Source: an optimization exercise on an open RTL-to-GDS flow (aim: small area). Production flows keep margins and buffers that such runs may drop. Function was checked by simulation only, so behaviour that the tests miss may differ from the original.

==> flow/design.v (outline; a module is shown in full before it is edited, if it fits) <==
// module lif_neuron: 132 lines
// module lif_leak: 811 lines
// module lif_fa: 10 lines
// module lif_ao22: 9 lines
// module lif_aoi22: 9 lines
// module lif_aoi221: 10 lines
// module lif_aoi222: 11 lines
// module lif_aoi21: 8 lines
// module lif_nor2: 7 lines
// module lif_ha: 9 lines
// module lif_xor2: 7 lines
// module lif_xnor2: 7 lines
// module lif_or2: 7 lines
// module lif_inv: 6 lines
module lif_neuron (
    input  wire        clk,
    input  wire        rst,
    input  wire [15:0] threshold,
    input  wire [15:0] leak_rate,
    input  wire [7:0]  refractory,
    input  wire        leaky_enable,
    input  wire        reset_on_spike,
    input  wire [15:0] input_neuron_id,
    input  wire [7:0]  synapse_weight,
    input  wire        spike_in_valid,
    output wire        spike_in_ready,
    output reg  [15:0] output_neuron_id,
    output reg         spike_out_valid,
    input  wire        spike_out_ready,
    input  wire [15:0] neuron_id,
    output reg  [15:0] membrane_potential,
    output wire        in_refractory,
    output reg  [7:0]  refract_counter
);
  // ...
==> flow/flow/run.sh <==
#!/bin/bash
# Standard ORFS layout (the standard.sh: standard synthesis, floorplan,
# placement, CTS, routing) with these changes:
# - after floorplan, flow/downsize.tcl sets combinational cells that synthesis
#   upsized back to drive strength 1 (repair steps size up what needs it);
# - the buffers that buffer_ports puts on every input and output port are the
#   smallest plain buffer (sky130_fd_sc_hd__buf_1) instead of the cell the
#   resizer picks by default;
# - clock tree synthesis uses clkbuf_8 buffers and no dummy loads;
# - synthesis (ABC) buffers are removed at floorplan (REMOVE_ABC_BUFFERS);
# - after global routing, repair_timing -recover_power downsizes gates that
#   have timing slack to spare.
# make's whole output goes to make_finish.log; each ORFS step keeps its own
# log under orfs/logs/.
set -euo pipefail
cd "$(dirname "$0")/.."
bash standard.sh \
  "POST_FLOORPLAN_TCL=$PWD/flow/downsize.tcl" \
  "BUFFER_PORTS_ARGS=-buffer_cell sky130_fd_sc_hd__buf_1" \
  "CTS_ARGS=-sink_clustering_enable -repair_clock_nets -dont_use_dummy_load -buf_list sky130_fd_sc_hd__clkbuf_8" \
  "RECOVER_POWER=100" \
  "REMOVE_ABC_BUFFERS=1" \
  finish > make_finish.log 2>&1
==> flow/flow/downsize.tcl <==
# Sourced by ORFS at the end of floorplan (POST_FLOORPLAN_TCL).  Synthesis
# (ABC) maps small helper modules on their own and often picks a larger drive
# strength than the layout needs; set every combinational cell that has a
# size-1 variant of the same function back to size 1.  The later repair steps
# (repair_design, repair_timing) size cells up again where timing, slew or
# capacitance need it.  Flip-flops and clock cells are left alone.
set db [ord::get_db]
set block [ord::get_db_block]
set swapped 0
foreach inst [$block getInsts] {
  set master [$inst getMaster]
  set name [$master getName]
  if {![regexp {^(sky130_fd_sc_hd__[a-z0-9]+)_([0-9]+)$} $name -> base size]} { continue }
  if {$size <= 1} { continue }
  if {[regexp {__(df|sdf|edf|dl|clk|dly|conb|tap|fill|decap|diode)} $base]} { continue }
  set small [$db findMaster ${base}_1]
  if {$small eq "NULL" || $small eq ""} { continue }
  if {[$small getWidth] >= [$master getWidth]} { continue }
  $inst swapMaster $small
  incr swapped
}
puts "downsize.tcl: $swapped cells set to drive strength 1"
==> flow/standard.sh <==
#!/bin/bash
# synth_recipe.tcl (not shown) runs the flow's synth.tcl, then flattens the netlist and writes it again
# the make line also repeats each setting of config.mk as NAME=value (left out here)
make -C /OpenROAD-flow-scripts/flow DESIGN_CONFIG=/design/flow/config.mk WORK_HOME=/design/flow/orfs CLKGATE_MAP_FILE= SYNTH_SCRIPT=/design/flow/synth_recipe.tcl "${@:-finish}"
==> flow/config.mk <==
export PLATFORM = sky130hd
export DESIGN_NAME = lif_neuron
export DESIGN_NICKNAME = lif_neuron
export VERILOG_FILES = /design/flow/design.v
export SDC_FILE = /design/flow/constraint.sdc
export NUM_CORES = 4
export LEC_CHECK = 0
export CAP_MARGIN = 20
export CORE_MARGIN = 2
export CORE_UTILIZATION = 40
export GPL_TIMING_DRIVEN = 0
export SLEW_MARGIN = 20
export SYNTH_HIERARCHICAL = 1
export SYNTH_MINIMUM_KEEP_SIZE = 0
==> flow/constraint.sdc <==
create_clock -name core_clock -period 14.0 [get_ports {clk}]
set_input_delay 2.8000 -clock core_clock [delete_from_list [all_inputs] [get_ports {clk}]]
set_output_delay 2.8000 -clock core_clock [all_outputs]
set_load 0.01 [all_outputs]
==> results.yml, run 1 <==
flow_run:
  drv_cap: 2
run_status:
  outcome: "finished with violations"
  so.violations: "max-capacitance violations, max-slew violations"
die:
  core_area_um2: 19400
  tapCellCount: 265
  die_y_um: 144.5
  chipWidth_um: 144.5
  num_rows: 51
layout:
  clkbuf_count: 5
  syn_to_final_growth_pct: 4.529
  seq_area_um2: 862.1
  largestClassByArea: "multi-input gates"
  final_util: 0.4258
synth:
  yosysSeqAreaShare: 0.1089
  synth.cell_area_um2: 7901
  ys_ff_latch: 43
  muxShareOfSynthArea: 0
worst_setup_path:
  arrival_ns: 13.51
  r2r_cells: 34
grt:
  grtUsageMet2: 0.3617
detailed_routing:
  top_layer_used: "met4"
  dr_wl_met3_um: 1189
sta:
  final_max_slew_viol_count: 53
clocking:
  cts.sinks: 43
  post_cts_resized: 0
placement:
  place_inst: 1095
==> run 2: changes to the inputs <==
--- a/flow/flow/run.sh
+++ b/flow/flow/run.sh
@@ -8,8 +8,6 @@
 #   resizer picks by default;
 # - clock tree synthesis uses clkbuf_8 buffers and no dummy loads;
 # - synthesis (ABC) buffers are removed at floorplan (REMOVE_ABC_BUFFERS);
-# - after global routing, repair_timing -recover_power downsizes gates that
-#   have timing slack to spare.
 # make's whole output goes to make_finish.log; each ORFS step keeps its own
 # log under orfs/logs/.
 set -euo pipefail
@@ -18,6 +16,5 @@
   "POST_FLOORPLAN_TCL=$PWD/flow/downsize.tcl" \
   "BUFFER_PORTS_ARGS=-buffer_cell sky130_fd_sc_hd__buf_1" \
   "CTS_ARGS=-sink_clustering_enable -repair_clock_nets -dont_use_dummy_load -buf_list sky130_fd_sc_hd__clkbuf_8" \
-  "RECOVER_POWER=100" \
   "REMOVE_ABC_BUFFERS=1" \
   finish > make_finish.log 2>&1
==> run 2 against run 1 <==
The run now finishes clean. Worst hold slack hardly changed. First-iteration DRC count rose by 2.9%. Die area unchanged. Final cell count stayed put. Highest routed layer unchanged. Worst setup slack improved by 0.033 ns. Critical path type unchanged. Clock skew barely moved.
==> results.yml, run 2 <==
die:
  ioPinCount: 129
  die_y_um: 144.5
  start_util: 0.4073
  die_area_um2: 20890
  core_area_um2: 19400
  chipWidth_um: 144.5
  num_rows: 51
synth:
  yosys.area_share.xor_xnor: 0.1629
  yosys_warnings: 7
  synth_area_leaders: "fa_1 (31%), a22oi_2 (22%), xor2_1 (14%)"
  synth_top_area_frac: 0.3116
  yosysSeqAreaShare: 0.1089
  synthFlopType: "dfxtp_1"
  synthArstFlopShare: 0
  ys_types: 49
  synth_edf_count: 0
  muxShareOfSynthArea: 0
  yosys.area_share.simple: 0.06603
  synth_top_family_by_area: "adder cells"
  synth.cell_area_um2: 7901
  yosys.area_share.adder: 0.3294
  syn_inst: 706
  synth_common_cells: "a22oi_2 (136), xor2_1 (130), fa_1 (123), dfxtp_1 (43), inv_1 (38)"
  synth.largest_area_cell: "fa_1"
  synth_compound_area_frac: 0.3127
  synth.most_common_cell: "a22oi_2"
  ys_ff_latch: 43
  syn_area_per_cell_um2: 11.19
worst_setup_path:
  r2r_setup_slack_ns: 2.32
  r2r_cells: 31
  crit_fanout: 16
  r2r_start: "membrane_potential[7]"
  slowest_stage: "buf_1"
  r2r_end: "membrane_potential[15]"
  crit_type: "in -> reg"
  critPathMostFrequentCell: "fa_1"
  endpoint_kind: "flop"
  critPathMaxStageDelay_ns: 0.72
  arrival_ns: 13.47
  required_ns: 14.20
  start_kind: "input port"
placement:
  placed_area_um2: 8214
  hpwl_um: 16040
  gp_congestion: 0.8103
  pre_cts_slack_ns: 0.4575
  port-buffer-count: 112
detailed_routing:
  first_pass_iters: 5
  remaining_drc_errors: 0
  drt-initial-drc-count: 577
  wl_per_cell_um: 19.99
  post_drt_via_cell_ratio: 5.755
  routed_wl_um: 21980
  vias: 6331
  drtAntennaViolNets: 0
layout:
  fin_area_um2: 8283
  final_layout_size_suffix_gt1_frac: 0.05150
  layout_commonest_cell: "a22oi_1"
  fillers: 1947
  antenna_cells: 0
  syn_to_final_growth_pct: 4.830
  final_cell_mix: "a22oi_1 (140), xor2_1 (124), fa_1 (123)"
  num-nets-final: 1052
  top_regs: "membrane_potential: 16 flops, output_neuron_id: 16 flops, refract_counter: 8 flops"
worst_hold_path:
  holdPathEnd: "output_neuron_id[10]"
  worstHoldPathType: "reg -> reg"
  hp-start: "output_neuron_id[10]"
  hold_depth: 1
clocking:
  post_cts_resized: 0
  cts_made_buffers: 5
  cts.sinks: 43
  clock_latency_ns: 0.30
  clkTransAtPathRegs_ns: 0.08
  htreeDepth: 2
  clock-root-buffer: "clkbuf_8"
  postCtsSetupBuffers: 0
  hold_buffers: 0
  clockBufferDepth: 2
  cts_tree: "yes"
grt:
  overflow: 0
  grt_pass1_wl_um: 34900
  grt_pass1_vias: 6433
  grtUsageTotal: 0.2139
  antenna_found_initial: 0
  grt_max_degree: 32
run_status:
  outcome: "complete, no violations"
flow_run:
  drv_cap: 0
sta:
  setup_tns_ns: 0
  fin_crit_ns: 13.28
  final_max_slew_viol_count: 0
  whs_ns: 0.4743
  setup_viol: 0
  max_freq_mhz: 75.32
  hold_viol_final: 0
  fin_skew_ns: 0.02041
  period_share: 0.9484
  worstMarginPinSlew_ns: 0.9933
  rsz0062_at_grt: "no"
  fin_ws_ns: 0.7230
  slew_headroom: 0.3378
[run 2: cell count changes in the layout (fill, tap and decap cells not counted)]
| cell | before | now |
|---|---|---|
| and2_1 | 0 | 1 |
| buf_12 | 3 | 4 |
| and2_0 | 1 | 0 |
| dfxtp_2 | 1 | 7 |
| clkbuf_1 | 3 | 0 |
| dfxtp_1 | 42 | 36 |
| buf_1 | 110 | 112 |
[run 2: cells by family (layout without fill, tap and decap cells)]
kind of cell | Yosys count | in the layout
AO/OA/AOI/OAI | 235 | 235
XOR/XNOR | 147 | 147
adder cells (fa/ha/maj) | 135 | 135
AND/OR/NAND/NOR | 104 | 104
flip-flops | 43 | 43
buffers and inverters | 42 | 171
[run 2: worst max-delay path by stage]
stage	start	end	slack, ns	depth (start not counted)
2_1_floorplan	leak_rate[14]	membrane_potential[15]	1.82	29
3_3_place_gp	leak_rate[8]	membrane_potential[15]	0.39	30
3_5_place_dp	leak_rate[8]	membrane_potential[15]	0.46	30
4_1_cts	leak_rate[8]	membrane_potential[15]	0.76	30
5_1_grt	leak_rate[8]	membrane_potential[15]	0.34	30
6_report	leak_rate[8]	membrane_potential[15]	0.72	30
[run 2: stage by stage]
stage               instances    util
floorplan                 704       -
global placement         1081  0.4085
detailed placement       1095  0.4234
CTS                      1100  0.4270
global route             1100  0.4270
finish                   1100  0.4270
[run 2: modules after synthesis (local to each module, per instance), a selection]
module | cells | times used
lif_neuron | 142 | 1
lif_leak | 89 | 1
lif_fa | 1 | 123
lif_aoi22 | 1 | 136
lif_aoi222 | 1 | 15
lif_aoi21 | 1 | 1
lif_ao22 | 1 | 24
lif_xor2 | 1 | 119
lif_or2 | 1 | 16
lif_nor2 | 1 | 16
lif_inv | 1 | 6
[run 2: layout make-up]
type	instances	area [um^2]	area share
well taps	265	331.6	0.04003
clock buffers	5	68.82	0.008308
multi-input cells	621	6243	0.7538
repair buffers	126	619.3	0.07477
flip-flops and latches	43	869.6	0.1050
inverters	40	150.1	0.01813
[run 2: layer usage]
layer,global-route usage,wire [um],vias up
li1,-,-,2858
met1,0.3027,9761,3231
met2,0.3617,10890,218
met3,0.02152,1094,24
met4,0.03526,235,0
met5,0,0,-
[run 2: worst max-delay path, delay by kind of cell]
family	cells	cell delay, ns
AND/OR/NAND/NOR	1	0.04
buffers and inverters	1	0.72
XOR/XNOR	1	0.22
adder cells (fa/ha/maj)	20	8.52
AO/OA/AOI/OAI	7	1.14
==> run 3: changes to the inputs <==
--- a/flow/config.mk
+++ b/flow/config.mk
@@ -5,10 +5,10 @@
 export SDC_FILE = /design/flow/constraint.sdc
 export NUM_CORES = 4
 export LEC_CHECK = 0
-export CAP_MARGIN = 20
+export CAP_MARGIN = 5
 export CORE_MARGIN = 2
 export CORE_UTILIZATION = 40
 export GPL_TIMING_DRIVEN = 0
-export SLEW_MARGIN = 20
+export SLEW_MARGIN = 5
 export SYNTH_HIERARCHICAL = 1
 export SYNTH_MINIMUM_KEEP_SIZE = 0
==> run 3 against run 2 <==
Still clean on timing, DRC and antenna. Register-to-register slack lost 0.39 ns. Non-clock buffer count shrank 7. Die area is the same. Synthesized cell count is the same. Final cell count shrank 0.64%. Sequential cell count is the same. Critical endpoint unchanged.
==> results.yml, run 3 <==
run_status:
  outcome: "complete, no violations"
grt:
  grtUsageTotal: 0.2153
  overflow: 0
  antenna_found_initial: 0
  grt_pass1_vias: 6505
  grt_max_degree: 32
  grt_pass1_wl_um: 35250
detailed_routing:
  vias: 6295
  remaining_drc_errors: 0
  drtAntennaViolNets: 0
  post_drt_via_cell_ratio: 5.759
  first_pass_iters: 6
  wl_per_cell_um: 20.21
  drt-initial-drc-count: 483
  routed_wl_um: 22090
worst_setup_path:
  arrival_ns: 13.52
  crit_type: "in -> reg"
  r2r_end: "membrane_potential[15]"
  required_ns: 14.19
  crit_fanout: 16
  critPathMaxStageDelay_ns: 0.74
  start_kind: "input port"
  r2r_setup_slack_ns: 1.93
  r2r_cells: 30
  r2r_start: "membrane_potential[1]"
  critPathMostFrequentCell: "fa_1"
  endpoint_kind: "flop"
  slowest_stage: "buf_1"
flow_run:
  drv_cap: 0
layout:
  final_util: 0.4197
  syn_to_final_growth_pct: 3.040
  num-nets-final: 1045
  final_layout_size_suffix_gt1_frac: 0.03502
  fin_area_um2: 8142
  layout_commonest_cell: "a22oi_1"
  final_cell_mix: "a22oi_1 (140), xor2_1 (125), fa_1 (123)"
  antenna_cells: 0
  top_regs: "membrane_potential: 16 flops, output_neuron_id: 16 flops, refract_counter: 8 flops"
synth:
  synthFlopType: "dfxtp_1"
  synth.largest_area_cell: "fa_1"
  synth.most_common_cell: "a22oi_2"
  synth_common_cells: "a22oi_2 (136), xor2_1 (130), fa_1 (123), dfxtp_1 (43), inv_1 (38)"
  synthArstFlopShare: 0
  syn_inst: 706
  ys_types: 49
  ys_ff_latch: 43
  yosys_warnings: 7
  syn_area_per_cell_um2: 11.19
  synth.cell_area_um2: 7901
  yosysSeqAreaShare: 0.1089
  synth_area_leaders: "fa_1 (31%), a22oi_2 (22%), xor2_1 (14%)"
  synth_top_area_frac: 0.3116
  synth_edf_count: 0
clocking:
  clock-root-buffer: "clkbuf_8"
  cts_made_buffers: 5
  cts_tree: "yes"
  htreeDepth: 2
  clock_latency_ns: 0.30
  clkTransAtPathRegs_ns: 0.08
  clockBufferDepth: 2
  post_cts_resized: 0
  hold_buffers: 0
  cts.sinks: 43
  postCtsSetupBuffers: 0
die:
  ioPinCount: 129
  die_area_um2: 20890
  chipWidth_um: 144.5
  num_rows: 51
  start_util: 0.4073
  core_area_um2: 19400
  die_y_um: 144.5
sta:
  setup_tns_ns: 0
  hold_viol_final: 0
  period_share: 0.9517
  whs_ns: 0.4728
  setup_viol: 0
  slew_headroom: 0.08405
  fin_skew_ns: 0.02456
  worstMarginPinSlew_ns: 1.371
  final_max_slew_viol_count: 0
  max_freq_mhz: 75.06
  fin_crit_ns: 13.32
  rsz0062_at_grt: "no"
placement:
  port-buffer-count: 112
  placed_area_um2: 8063
  hpwl_um: 15830
  gp_congestion: 0.8103
worst_hold_path:
  worstHoldPathType: "reg -> reg"
  hold_depth: 1
  hp-start: "output_neuron_id[10]"
  holdPathEnd: "output_neuron_id[10]"
==> run 3: cell count changes in the layout (fill, tap and decap cells not counted), sizes merged <==
cell  change
buf       -7
==> run 3: per-module statistics from Yosys (local to each module, per instance), a selection <==
module / flip-flops and latches / cells / times used / area, um^2
lif_nor2: 0 / 1 / 16 / 3.754
lif_leak: 0 / 89 / 1 / 495.5
lif_neuron: 43 / 142 / 1 / 1470
lif_inv: 0 / 1 / 6 / 3.754
lif_aoi22: 0 / 1 / 136 / 12.51
lif_ha: 0 / 1 / 3 / 12.51
lif_or2: 0 / 1 / 16 / 6.256
lif_xnor2: 0 / 1 / 16 / 8.758
lif_aoi21: 0 / 1 / 1 / 8.758
==> run 3: cell type report <==
cell class / count / area (um^2)
flip-flops and latches: 43 / 868.3
repair buffers: 119 / 504.2
multi-input cells: 621 / 6218
well taps: 265 / 331.6
fillers: 1995 / 11260
inverters: 40 / 150.1
clock buffers: 5 / 68.82
==> run 3: how the worst max path moves through the flow <==
stage,startpoint,cells past startpoint,endpoint
final,leak_rate[8],30,membrane_potential[15]
after global placement,leak_rate[8],30,membrane_potential[15]
after floorplan,leak_rate[14],29,membrane_potential[15]
after CTS,leak_rate[8],30,membrane_potential[15]
after global routing,leak_rate[9],29,membrane_potential[15]
after detailed placement,leak_rate[8],30,membrane_potential[15]
==> run 3: layer usage <==
layer / part of all wire / global-route usage
met1: 0.44 / 0.3020
met2: 0.50 / 0.3647
met3: 0.056 / 0.02682
met4: 0.0091 / 0.03270
met5: 0 / 0
==> run 3: metrics by stage <==
| stage | worst slack (ns) | std cells |
|---|---|---|
| global placement | 0.3853 | 1081 |
| detailed placement | 0.4182 | 1088 |
| floorplan | 1.820 | 704 |
| CTS | 0.7293 | 1093 |
| finish | 0.6769 | 1093 |
| global route | 0.3133 | 1093 |
==> run 3: critical path: cells and delay by family <==
family          cells  cell delay [ns]
xor+xnor            1             0.22
compound gates      7             1.12
buf+inv             1             0.74
simple gates        1             0.04
fa+ha+maj          20             8.57
==> run 3: logic make-up (layout without fill, tap and decap cells) <==
family / count (synthesis) / after routing / share of synthesized area
AOI/OAI and AO/OA: 235 / 235 / 0.3127
xor gates and xnor gates: 147 / 147 / 0.1629
adders and majority gates: 135 / 135 / 0.3294
buffers and inverters: 42 / 164 / 0.01995
DFF: 43 / 43 / 0.1089
and+or+nand+nor: 104 / 104 / 0.06603
==> run 4: changes to the inputs <==
--- a/flow/config.mk
+++ b/flow/config.mk
@@ -5,10 +5,10 @@
 export SDC_FILE = /design/flow/constraint.sdc
 export NUM_CORES = 4
 export LEC_CHECK = 0
-export CAP_MARGIN = 5
+export CAP_MARGIN = 0
 export CORE_MARGIN = 2
 export CORE_UTILIZATION = 40
 export GPL_TIMING_DRIVEN = 0
-export SLEW_MARGIN = 5
+export SLEW_MARGIN = 0
 export SYNTH_HIERARCHICAL = 1
 export SYNTH_MINIMUM_KEEP_SIZE = 0
==> run 4 against run 3 <==
Clock skew is 0.0057 ns higher. Register-to-register slack better by 0.05 ns. Final cell count hardly changed. Non-clock buffer count is 1 higher. Worst setup slack improved by 0.060 ns. Worst hold slack got worse by 0.0033 ns. Critical endpoint unchanged. Via count down 0.57%. Critical path depth did not move. Core utilization down 0.11 points. Clock-buffer cell count is the same.
==> results.yml, run 4 <==
grt:
  grtUsageMet2: 0.3644
  overflow: 0
  antenna_found_initial: 0
  met3_usage: 0.02119
  grt_pass1_wl_um: 34810
  grtUsageTotal: 0.2136
  met1_usage: 0.3027
  grt_pass1_vias: 6382
  grt-busiest-layer: "met2"
  grt_max_degree: 32
worst_setup_path:
  slowest_stage: "buf_1"
  crit_buf_inv: 1
  crit_type: "in -> reg"
  arrival_ns: 13.47
  r2r_end: "membrane_potential[15]"
  critical_path.endpoint: "membrane_potential[15]"
  crit_cells: 30
  start_kind: "input port"
  crit_fanout: 16
  critPathMaxStageDelay_ns: 0.68
  r2r_setup_slack_ns: 1.98
  crit_family: "adder cells"
  required_ns: 14.21
  startpoint: "leak_rate[10]"
  r2r_start: "membrane_potential[1]"
  endpoint_kind: "flop"
  critPathMostFrequentCell: "fa_1"
  r2r_cells: 30
run_status:
  outcome: "complete, no violations"
die:
  chipWidth_um: 144.5
  die_area_um2: 20890
  die_y_um: 144.5
  start_util: 0.4073
  core_area_um2: 19400
  ioPinCount: 129
  num_rows: 51
detailed_routing:
  post_drt_via_cell_ratio: 5.721
  wl_per_cell_um: 19.88
  drt-initial-drc-count: 513
  drtAntennaViolNets: 0
  remaining_drc_errors: 0
  routed_wl_um: 21750
  vias: 6259
  first_pass_iters: 7
synth:
  synth_edf_count: 0
  synthFlopType: "dfxtp_1"
  synth_common_cells: "a22oi_2 (136), xor2_1 (130), fa_1 (123), dfxtp_1 (43), inv_1 (38)"
  synth.cell_area_um2: 7901
  yosys_warnings: 7
  syn_area_per_cell_um2: 11.19
  synth_area_leaders: "fa_1 (31%), a22oi_2 (22%), xor2_1 (14%)"
  synth_top_area_frac: 0.3116
  syn_inst: 706
  yosysSeqAreaShare: 0.1089
  ys_ff_latch: 43
  synth.largest_area_cell: "fa_1"
  synth.most_common_cell: "a22oi_2"
  ys_types: 49
  synthArstFlopShare: 0
layout:
  syn_to_final_growth_pct: 2.771
  multi_input_area_um2: 6197
  num-nets-final: 1046
  antenna_cells: 0
  fin_cells: 1094
  layout_commonest_cell: "a22oi_1"
  top_regs: "membrane_potential: 16 flops, output_neuron_id: 16 flops, refract_counter: 8 flops"
  final_cell_mix: "a22oi_1 (140), xor2_1 (126), fa_1 (123)"
  seq_area_um2: 869.6
  final_layout_size_suffix_gt1_frac: 0.03136
  fillers: 1979
placement:
  gp_congestion: 0.8103
  pre_cts_slack_ns: 0.4472
  hpwl_um: 15770
  port-buffer-count: 112
  place_inst: 1089
sta:
  rsz0062_at_grt: "no"
  fin_ws_ns: 0.7371
  hold_viol_final: 0
  period_share: 0.9474
  fin_skew_ns: 0.03028
  fin_crit_ns: 13.26
  setup_tns_ns: 0
  setup_viol: 0
  max_freq_mhz: 75.40
  slew_headroom: 0.09796
  final_max_slew_viol_count: 0
  worstMarginPinSlew_ns: 1.348
clocking:
  cts_tree: "yes"
  clkTransAtPathRegs_ns: 0.09
  clock-root-buffer: "clkbuf_8"
  cts_made_buffers: 5
  cts.sinks: 43
  htreeDepth: 2
  hold_buffers: 0
  postCtsSetupBuffers: 0
  clock_latency_ns: 0.31
  clockBufferDepth: 2
  post_cts_resized: 0
flow_run:
  drv_cap: 0
worst_hold_path:
  worstHoldPathType: "reg -> reg"
## run 4: cell counts after synthesis
No cell type changed its count.
## run 4: final cells by class
cell class | instances | share of cell area
tap | 265 | 0.04083
clock buffer | 5 | 0.008475
timing repair buffer | 120 | 0.06194
sequential | 43 | 0.1071
inverter | 40 | 0.01849
multi-input combinational | 621 | 0.7632
## run 4: worst min-delay path by stage
stage,from,end,slack (ns),cells after the start
after floorplan,state[0],state[0],0.46,2
after global placement,output_neuron_id[2],output_neuron_id[2],0.45,1
after detailed placement,output_neuron_id[9],output_neuron_id[9],0.45,1
after CTS,output_neuron_id[9],output_neuron_id[9],0.47,1
after global routing,output_neuron_id[9],output_neuron_id[9],0.48,1
final,output_neuron_id[9],output_neuron_id[9],0.47,1
## run 4: metal layers
layer  wire length [um]  up-vias
met2              10840      201
met3               1050       24
met5                  0        -
met4                217        0
li1                   -     2837
met1               9638     3197
## run 4: logic make-up after synthesis
family,after synthesis,synth area share
simple gates,104,0.06603
compound gates,235,0.3127
xor+xnor,147,0.1629
fa+ha+maj,135,0.3294
buf+inv,42,0.01995
flops,43,0.1089
## run 4: per-module statistics from Yosys, one instance, submodules excluded
module / cell area [um^2] / flip-flops and latches / cells inside / copies in the design
lif_aoi222: 10.01 / 0 / 1 / 15
lif_or2: 6.256 / 0 / 1 / 16
lif_aoi21: 8.758 / 0 / 1 / 1
lif_neuron: 1470 / 43 / 142 / 1
lif_ao22: 8.758 / 0 / 1 / 24
lif_ha: 12.51 / 0 / 1 / 3
lif_leak: 495.5 / 0 / 89 / 1
lif_xnor2: 8.758 / 0 / 1 / 16
lif_nor2: 3.754 / 0 / 1 / 16
lif_fa: 20.02 / 0 / 1 / 123
lif_xor2: 8.758 / 0 / 1 / 119
lif_inv: 3.754 / 0 / 1 / 6
lif_aoi22: 12.51 / 0 / 1 / 136
## run 4: stage by stage
step	cell area [um^2]	hold WS, ns	util
after floorplan	7894	0.4641	-
after global placement	7924	0.4518	0.4085
after detailed placement	8043	0.4546	0.4146
after CTS	8112	0.4734	0.4182
after global routing	8120	0.4842	0.4186
final	8120	0.4696	0.4186
==> run 5: changes to the inputs <==
--- a/flow/flow/run.sh
+++ b/flow/flow/run.sh
@@ -6,7 +6,7 @@
 # - the buffers that buffer_ports puts on every input and output port are the
 #   smallest plain buffer (sky130_fd_sc_hd__buf_1) instead of the cell the
 #   resizer picks by default;
-# - clock tree synthesis uses clkbuf_8 buffers and no dummy loads;
+# - clock tree synthesis uses clkbuf_4 and clkbuf_8 buffers and no dummy loads;
 # - synthesis (ABC) buffers are removed at floorplan (REMOVE_ABC_BUFFERS);
 # make's whole output goes to make_finish.log; each ORFS step keeps its own
 # log under orfs/logs/.
@@ -15,6 +15,6 @@
 bash standard.sh \
   "POST_FLOORPLAN_TCL=$PWD/flow/downsize.tcl" \
   "BUFFER_PORTS_ARGS=-buffer_cell sky130_fd_sc_hd__buf_1" \
-  "CTS_ARGS=-sink_clustering_enable -repair_clock_nets -dont_use_dummy_load -buf_list sky130_fd_sc_hd__clkbuf_8" \
+  "CTS_ARGS=-sink_clustering_enable -repair_clock_nets -dont_use_dummy_load -buf_list sky130_fd_sc_hd__clkbuf_4 sky130_fd_sc_hd__clkbuf_8" \
   "REMOVE_ABC_BUFFERS=1" \
   finish > make_finish.log 2>&1
--- a/flow/config.mk
+++ b/flow/config.mk
@@ -5,10 +5,10 @@
 export SDC_FILE = /design/flow/constraint.sdc
 export NUM_CORES = 4
 export LEC_CHECK = 0
-export CAP_MARGIN = 0
+export CAP_MARGIN = 5
 export CORE_MARGIN = 2
 export CORE_UTILIZATION = 40
 export GPL_TIMING_DRIVEN = 0
-export SLEW_MARGIN = 0
+export SLEW_MARGIN = 5
 export SYNTH_HIERARCHICAL = 1
 export SYNTH_MINIMUM_KEEP_SIZE = 0
==> run 5 against run 4 <==
Synthesized cell count unchanged. The run now fails in clock tree synthesis. Synthesized area unchanged.
==> results.yml, run 5 <==
die:
  num_rows: 51
  chipWidth_um: 144.5
  start_util: 0.4073
  ioPinCount: 129
  die_y_um: 144.5
placement:
  port-buffer-count: 112
  gp_congestion: 0.8103
  hpwl_um: 15830
synth:
  synth_top_area_frac: 0.3116
  yosys_warnings: 7
  ys_types: 49
  synth.most_common_cell: "a22oi_2"
  synth_common_cells: "a22oi_2 (136), xor2_1 (130), fa_1 (123), dfxtp_1 (43), inv_1 (38)"
  synthFlopType: "dfxtp_1"
  synthArstFlopShare: 0
  synth.largest_area_cell: "fa_1"
  syn_area_per_cell_um2: 11.19
  syn_inst: 706
  ys_ff_latch: 43
  synth_edf_count: 0
  yosysSeqAreaShare: 0.1089
  synth.cell_area_um2: 7901
  synth_area_leaders: "fa_1 (31%), a22oi_2 (22%), xor2_1 (14%)"
run_status:
  flow.stopped_at: "clock tree synthesis"
  outcome: "stopped before the end"
  firstError: "[ERROR STA-0564] clock_tree_synthesis positional arguments not supported."
-- run 5: cell counts after synthesis --
No cell type changed its count.
-- run 5: metrics by stage --
step / instances / worst slack [ns] / hold WS, ns / area (um^2)
floorplan: 704 / 1.820 / 0.4641 / 7894
global placement: 1081 / 0.3853 / 0.4518 / 7924
detailed placement: 1088 / 0.4182 / 0.4528 / 8063
-- run 5: worst min path at each step --
stage | slack [ns] | cells after the start | endpoint | startpoint
global placement | 0.45 | 1 | output_neuron_id[2] | output_neuron_id[2]
floorplan | 0.46 | 2 | state[0] | state[0]
detailed placement | 0.45 | 1 | output_neuron_id[8] | output_neuron_id[8]
-- run 5: Yosys stat by module (local to each module, per instance), a selection --
module      flops+latches  cell area (um^2)  cells inside
lif_ao22                0             8.758             1
lif_aoi222              0             10.01             1
lif_leak                0             495.5            89
lif_fa                  0             20.02             1
lif_aoi21               0             8.758             1
lif_xor2                0             8.758             1
lif_nor2                0             3.754             1
lif_or2                 0             6.256             1
lif_neuron             43              1470           142
lif_aoi22               0             12.51             1
lif_xnor2               0             8.758             1
lif_ha                  0             12.51             1
-- run 5: cell families after synthesis --
logic type	count (synthesis)	synth area share
flops	43	0.1089
buf+inv	42	0.01995
compound gates	235	0.3127
xor+xnor	147	0.1629
simple gates	104	0.06603
fa+ha+maj	135	0.3294

-- what the ideal ports hide --
No port has a modelled driver above. Below, the same layouts with a new extraction and two added sets of constraints.
Step 1, drivers: a clkbuf_16 drives clk and a buf_2 each remaining input, both assumed.
Step 2 times the ports against the registers' clock, not the clock port: input delays grow and output delays shrink by t, the midpoint of the rising clock arrivals with the driver on.
Three values: ideal, step 1, step 2; two values: the first two.
run | t, ns | slack for setup (ns) | hold WS [ns]
run 1 | 0.326 | 0.690 / 0.694 / 0.368 | 0.474 / 0.474 / 0.474
run 2 | 0.326 | 0.723 / 0.727 / 0.401 | 0.474 / 0.474 / 0.474
run 3 | 0.322 | 0.677 / 0.681 / 0.359 | 0.473 / 0.473 / 0.473
run 4 | 0.321 | 0.737 / 0.720 / 0.399 | 0.470 / 0.470 / 0.470
For run 4, which loses most, drivers alone change the setup slack by -0.017 ns; drivers and shift together by -0.338 ns.
